Background: an optimization exercise with open tools, aiming at small area. Do not read the settings as production practice. Only simulation tests tie the RTL to the original design; equivalence was not proved.

==> design/flow/design.v <==
`timescale 1ns / 100ps
module dx_spi_core
#(
	parameter DATA_WIDTH = 32,
	parameter DATA_COUNT_WIDTH = 8,   
	parameter SCLK_COUNT_WIDTH = 16
)
(
	input wire clk,
	input wire rst,
	input wire [DATA_COUNT_WIDTH-1:0] spi_width_i,
	input wire cpol_i,  
	input wire cpha_i,
	input wire [SCLK_COUNT_WIDTH-1:0] sclk_div_i,
	input wire mosi_stb,
	input wire [DATA_WIDTH-1:0] mosi_data_i,
	output reg miso_stb,
	output wire [DATA_WIDTH-1:0] miso_data_o,
	output wire ready_o,
	output reg [2:0] state_o,
	output wire [DATA_COUNT_WIDTH-1:0] data_count_o,
	output reg wr_edge,
	output reg rd_edge,
	output reg sclk,
	output reg mosi,
	input wire miso,
	output reg csn
);
reg [2:0] state;
reg ready;
reg [DATA_COUNT_WIDTH-1:0] spi_width;
reg cpol;
reg cpha;
reg [SCLK_COUNT_WIDTH-1:0] sclk_div;
reg [DATA_COUNT_WIDTH-1:0] data_count;
reg [DATA_WIDTH-1:0] mosi_data;
reg [DATA_WIDTH-1:0] miso_data;
reg [SCLK_COUNT_WIDTH-1:0] sclk_count;
wire sclk_count_begin;
wire sclk_count_done;
always @(posedge clk) begin
	if(rst | (mosi_stb & ready) | (mosi_stb & miso_stb)) begin
		sclk_count <= {SCLK_COUNT_WIDTH{1'b0}};
	end else if(~ready) begin
		if(sclk_count_done) begin
			sclk_count <= {SCLK_COUNT_WIDTH{1'b0}};
		end
		else begin
			sclk_count <= sclk_count + 1'b1;
		end
	end else begin
		sclk_count <= {SCLK_COUNT_WIDTH{1'b0}};
	end
end
assign sclk_count_begin = (sclk_count == {SCLK_COUNT_WIDTH{1'b0}});
assign sclk_count_done  = (sclk_count == sclk_div);
wire   data_count_done;
assign data_count_done  = (data_count == spi_width);
localparam ST_IDLE = 0;
localparam ST_CONFIG = 1;
localparam ST_PRE = 2;
localparam ST_EDGE_A = 3;
localparam ST_EDGE_B = 4;
localparam ST_POST = 5;
always @(posedge clk) begin
	if(rst) begin
		state <= ST_IDLE;
		ready <= 1'b1;
		data_count <= {DATA_COUNT_WIDTH{1'b0}};
		wr_edge    <= 1'b0;
		rd_edge    <= 1'b0;
		csn  <= 1'b1;
		sclk <= cpol;
		cpol <= 1'b0;
		mosi <= 1'b0;
		miso_data <= {DATA_WIDTH{1'b0}};
		miso_stb  <= 1'b0;
	end else begin
		case(state)
		ST_IDLE: begin
			data_count <= {DATA_COUNT_WIDTH{1'b0}};
			wr_edge    <= 1'b0;
			rd_edge    <= 1'b0;
			csn  <= 1'b1;
			sclk <= cpol;
			mosi <= 1'b0;
			miso_stb <= 1'b0;
			if(mosi_stb) begin
				state <= ST_CONFIG;
				ready <= 1'b0;
				spi_width <= spi_width_i;
				cpol      <= cpol_i;
				cpha      <= cpha_i;
				sclk_div  <= sclk_div_i;
				mosi_data <= mosi_data_i;
			end else begin
				ready <= 1'b1;
			end
		end
		ST_CONFIG: begin
			if(sclk_count_done) begin
				state <= ST_PRE;
			end else begin
				sclk <= cpol;
				miso_data <= {DATA_WIDTH{1'b0}};
			end
		end
		ST_PRE: begin
			if(sclk_count_done) begin
				state <= ST_EDGE_A;
			end
			if(sclk_count_begin) begin
				csn <= 1'b0;
			end
			if(~cpha) begin  
				if(sclk_count_done) begin
				end else if(sclk_count_begin) begin
					data_count <= data_count + 1'b1;
					wr_edge    <= 1'b1;
					mosi      <= mosi_data[DATA_WIDTH-1];
					mosi_data <= {mosi_data[DATA_WIDTH-2:0], 1'b0};
				end else begin
				end
			end else begin   
				if(sclk_count_done) begin
				end else if(sclk_count_begin) begin
				end else begin
				end
			end
		end
		ST_EDGE_A: begin
			if(sclk_count_done) begin
				if(data_count_done) begin
					state <= ST_POST;
				end else begin
					state <= ST_EDGE_B;
				end
			end
			sclk <= ~cpol;
			if(~cpha) begin  
				if(sclk_count_done) begin
				end else if(sclk_count_begin) begin
    				wr_edge    <= 1'b0;
					rd_edge    <= 1'b1;
					miso_data <= {miso_data[DATA_WIDTH-2:0], miso};
				end else begin
				end
			end else begin   
				if(sclk_count_done) begin
				end else if(sclk_count_begin) begin
					data_count <= data_count + 1'b1;
					wr_edge    <= 1'b1;
					rd_edge    <= 1'b0;
					mosi      <= mosi_data[DATA_WIDTH-1];
					mosi_data <= {mosi_data[DATA_WIDTH-2:0], 1'b0};
				end else begin
				end
			end
		end
		ST_EDGE_B: begin
			if(sclk_count_done) begin
				state <= ST_EDGE_A;
			end
			sclk <= cpol;
			if(~cpha) begin  
				if(sclk_count_done) begin
				end else if(sclk_count_begin) begin
					data_count <= data_count + 1'b1;
					wr_edge    <= 1'b1;
					rd_edge    <= 1'b0;
					mosi      <= mosi_data[DATA_WIDTH-1];
					mosi_data <= {mosi_data[DATA_WIDTH-2:0], 1'b0};
				end else begin
				end
			end else begin   
				if(sclk_count_done) begin
				end else if(sclk_count_begin) begin
    				wr_edge    <= 1'b0;
					rd_edge    <= 1'b1;
					miso_data <= {miso_data[DATA_WIDTH-2:0], miso};
				end else begin
				end
			end
		end
		ST_POST: begin
			if(sclk_count_done) begin
				state <= ST_IDLE;
				miso_stb <= 1'b1;
			end
			sclk <= cpol;
			if(~cpha) begin  
				if(sclk_count_done) begin
				end else if(sclk_count_begin) begin
					data_count <= {DATA_COUNT_WIDTH{1'b0}};
					rd_edge    <= 1'b0;
					mosi <= 1'b0;
				end else begin
				end
			end else begin   
				if(sclk_count_done) begin
				end else if(sclk_count_begin) begin
				    wr_edge    <= 1'b0;
					rd_edge    <= 1'b1;
					miso_data <= {miso_data[DATA_WIDTH-2:0], miso};
				end else begin
				end
			end
		end
		default: begin
			state <= ST_IDLE;
		end
		endcase
	end
end
assign miso_data_o = miso_data;
assign ready_o = ready;
assign data_count_o = data_count;
always @(posedge clk) begin
	state_o <= state;
end
endmodule
==> design/flow/run.sh <==
#!/bin/bash
# synth_recipe.tcl (not shown) runs the flow's synth.tcl, then flattens the netlist and writes it again
# the make line also repeats each setting of config.mk as NAME=value (left out here)
make -C /OpenROAD-flow-scripts/flow DESIGN_CONFIG=/design/flow/config.mk WORK_HOME=/design/flow/orfs CLKGATE_MAP_FILE= SYNTH_SCRIPT=/design/flow/synth_recipe.tcl finish
==> design/flow/config.mk <==
export PLATFORM = sky130hd
export DESIGN_NAME = dx_spi_core
export DESIGN_NICKNAME = dx_spi_core
export VERILOG_FILES = /design/flow/design.v
export SDC_FILE = /design/flow/constraint.sdc
export NUM_CORES = 4
export LEC_CHECK = 0
export CAP_MARGIN = 20
export CORE_MARGIN = 2
export CORE_UTILIZATION = 40
export SLEW_MARGIN = 20
==> design/flow/constraint.sdc <==
create_clock -name core_clock -period 5.0 [get_ports {clk}]
set_input_delay 1.0000 -clock core_clock [delete_from_list [all_inputs] [get_ports {clk}]]
set_output_delay 1.0000 -clock core_clock [all_outputs]
set_load 0.01 [all_outputs]
==> flow_metrics.env <==
export IMPL_synth_cells_most_frequent="dfxtp_1, edfxtp_1, a21oi_1"
export IMPL_yosysSeqAreaShare_pct=57.9
export IMPL_clock_sinks=127
export IMPL_yosysMostFrequentCell="dfxtp_1"
export IMPL_cpMostUsedCell="nor2_1"
export IMPL_drv_slew=0
export IMPL_p_comb_share_pct=6.7
export IMPL_crit_slowest_cell="dfxtp_1"
export IMPL_gp_congestion=0.824
export IMPL_port_buffers=111
export IMPL_setup_violations=0
export IMPL_numPlacedInstances=757
export IMPL_fin_nets=665
export IMPL_worst_path_buf_inv=1
export IMPL_worstSetupPathType="reg -> reg"
export IMPL_wl_per_cell_um=14.6
export IMPL_cts_buffers_inserted=17
export IMPL_yosys_cell_types_count=43
export IMPL_crit_chain="nor2_1 -> a21oi_4 -> nor2_1 -> nor3_2 -> buf_4"
export IMPL_drt_iter0_drc=211
export IMPL_dp_hpwl_um=7750
export IMPL_path_max_fanout=33
export IMPL_grt_max_degree=34
export IMPL_skew_ps=10.6
export IMPL_end_kind="flop"
export IMPL_worstSkewPairLatency_ps=410
export IMPL_drv_cap=0
export IMPL_grt_ovfl_total=0
export IMPL_powerDensity_nw_per_um2=344
export IMPL_remaining_drc_errors=0
export IMPL_cp_slowest_stage_delay_ps=910
export IMPL_first_pass_iters=4
export IMPL_synth_top_cell_by_area="edfxtp_1"
export IMPL_fp_dieW_um=120
export IMPL_avgSynthCellArea_um2=10.8
export IMPL_cts_hold_fix_buffers=0
export IMPL_seq_power_share_pct=46.0
export IMPL_synth_edf_count=58
export IMPL_clkPwrFrac_pct=47.3
export IMPL_yosysWarnings=1
export IMPL_antenna_left=0
export IMPL_clock_fmax_mhz=326
export IMPL_die_y_um=120
export IMPL_synth_async_reset_ratio_pct=0
export IMPL_vias=3965
export IMPL_syn_to_final_growth_pct=33.7
export IMPL_finalSetupTns_ps=0
export IMPL_critPathArrivalTime_ps=3130
export IMPL_ir_worst_vdd_v=0.000271
export IMPL_outcome="timing/DRC/antenna clean"
export IMPL_grt_antenna_before_repair=0
export IMPL_antenna_cells=0
export IMPL_layout_drive_gt1_share_pct=12.1
export IMPL_synthesis_nets=563
export IMPL_grt_pass1_wl_um=18800
export IMPL_synth_main_ff_cell="dfxtp_1"
export IMPL_core_um2=13200
export IMPL_p_leak_nw=2.49
export IMPL_intPower_w=0.00196
export IMPL_finalPower_w=0.00248
export IMPL_clk_pin_slew_worst_paths_ps=50
export IMPL_rows=42
export IMPL_postCtsSetupBuffers=0
export IMPL_cts_tree="done"
export IMPL_switching_power_w=0.000516
export IMPL_wirelength_um=11500
export IMPL_yosys_area_top_type_share_pct=32.3
export IMPL_vias_per_cell=5.03
export IMPL_grt_usage_pct=16.7
export IMPL_cts_resized=0
export IMPL_critPathLaunchType="flop"
export IMPL_clk_path_buf_depth=2
export IMPL_htreeDepth=4
export IMPL_hold_viol_final=0
export IMPL_dieArea_um2=14400
export IMPL_synth_seq_cells=127
export IMPL_finalNonFillerCells=789
export IMPL_syn_area_um2=5390
export IMPL_post_route_period_util_pct=61.3
export IMPL_fin_crit_ps=3070
export IMPL_synthTopCellsByArea="edfxtp_1, dfxtp_1, mux2_2"
export IMPL_initial_core_util_pct=40.9
export IMPL_synthCells=498
export IMPL_cp_required_ps=5060
export IMPL_sw_frac_of_total_pct=20.8
export IMPL_holdCritPathClass="reg -> reg"
export IMPL_maxSlewHeadroom_pct=29.4
export IMPL_rsz0062_at_grt="false"
export IMPL_root_buffer="clkbuf_16"
export IMPL_tightest_slew_ps=1060
export IMPL_io_pins=112
export IMPL_grt_pass1_vias=3861
export IMPL_crit_family="flip-flops"
[power by group through the flow]
stage          clock network (W)   logic, W  registers (W)
3_3_place_gp                   0   0.000166        0.00116
3_5_place_dp                   0   0.000168        0.00116
2_1_floorplan                  0  0.0000894        0.00116
6_report                 0.00117   0.000167        0.00114
5_1_grt                  0.00124   0.000183        0.00114
4_1_cts                  0.00120   0.000169        0.00114
[flip-flops by register name, indices dropped and copies added (netlist names)]
name,flops
rd_edge,1
ready,1
miso_stb,1
sclk,1
mosi,1
miso_data,32
data_count,8
mosi_data,32
state_o,3
spi_width,8
wr_edge,1
sclk_div,16
sclk_count,16
cpol,1
cpha,1
csn,1
state,3
[cell families (layout without fill, tap and decap cells)]
logic type,count (synthesis),count (layout),share of synthesized area (%)
and+or+nand+nor,178,178,16.0
DFF,127,127,57.9
AOI/OAI and AO/OA,73,73,7.93
xor gates and xnor gates,45,45,7.31
buffers and inverters,39,154,3.29
muxes,33,33,6.84
adders and majority gates,3,3,0.696
[per-layer routing]
metal / vias up / GRT usage (%) / wire (um)
li1: 1975 / - / -
met1: 1872 / 21.0 / 5200
met2: 101 / 25.9 / 5360
met3: 17 / 6.42 / 766
met4: 0 / 6.76 / 195
met5: - / 0 / 0
[metrics by stage]
stage               setup slack, ps  cell area [um2]  util, %  hold slack, ps
finish                         1930             7210     54.7             454
global route                   1640             7210     54.7             483
CTS                            1910             7210     54.7             458
detailed placement             1920             6630     50.3             451
global placement               1990             6620     50.2             444
floorplan                       784             5390        -             378
[cell type report]
type	instances	area [um2]
clock buffer	29	563
sequential	127	3120
multi-input combinational	332	2120
tap	176	220
timing repair buffer	114	1130
inverter	8	30.0
clock inverter	3	16.3
fill	1127	5980
[path summary, 6_finish.rpt]
path	startpoint	to	slack, ps	cells past startpoint
setup / recovery	state[2]	mosi_data[7]	1930	5
hold / removal	miso_data[31]	miso_data[31]	450	2
setup reg to reg	state[2]	mosi_data[7]	1930	5
hold reg to reg	miso_data[31]	miso_data[31]	450	2
[worst min-delay path, delay by kind of cell, from the launching register on]
| kind | cells | cell delay [ps] |
|---|---|---|
| simple gates | 1 | 50 |
| flops | 1 | 310 |
| compound gates | 1 | 50 |
[cells in the final DEF (no fill, tap or decap), types with 2 or more instances in the layout]
cell type        Yosys  routed
nor2b_1              3       3
and2_1               6       5
mux2_2              31      31
dfxtp_1             69      69
nor4_2               4       4
inv_1                7       7
clkdlybuf4s50_1      0     111
clkinv_2             0       2
nand4_1              3       3
nor2_1              41      40
a211oi_1             3       3
clkbuf_8             0       5
nand2b_1             2       2
clkbuf_1            21       5
buf_4                0       3
o21ai_0              5       5
mux2i_1              2       2
xor2_1              33      33
clkbuf_16            0      19
ha_1                 3       3
a21oi_1             50      49
o22a_1               2       2
nand3_1             49      49
o31ai_1              2       2
nor4_1               6       6
nand2_1             45      45
o211ai_1             2       2
edfxtp_1            58      58
a31oi_1              2       2
nor3_1               9       8
and3_1               3       3
xnor2_1             12      12

separate check: timing with driven ports:
The results above use ideal ports. As a check the final layout listed here was re-extracted and re-timed, cells and wires unchanged.
Step 1: set_driving_cell puts a clkbuf_16 on clk and a buf_2 on each other input, an assumption about the parent block.
Step 2 times the ports against the registers' clock, not the clock port: input delays grow and output delays shrink by t, the midpoint of the rising clock arrivals with the driver on.
a / b / c = ideal / step 1 / step 2; a / b = the first two.
shift t [ns]: 0.446
setup WS [ns]: 1.934 / 1.934 / 1.934
slew at the worst register clock pin (ns): 0.06 / 0.06
After both steps setup and hold are still met in this run. For this run, drivers alone change the setup slack by 0.000 ns; drivers and shift together by 0.000 ns.
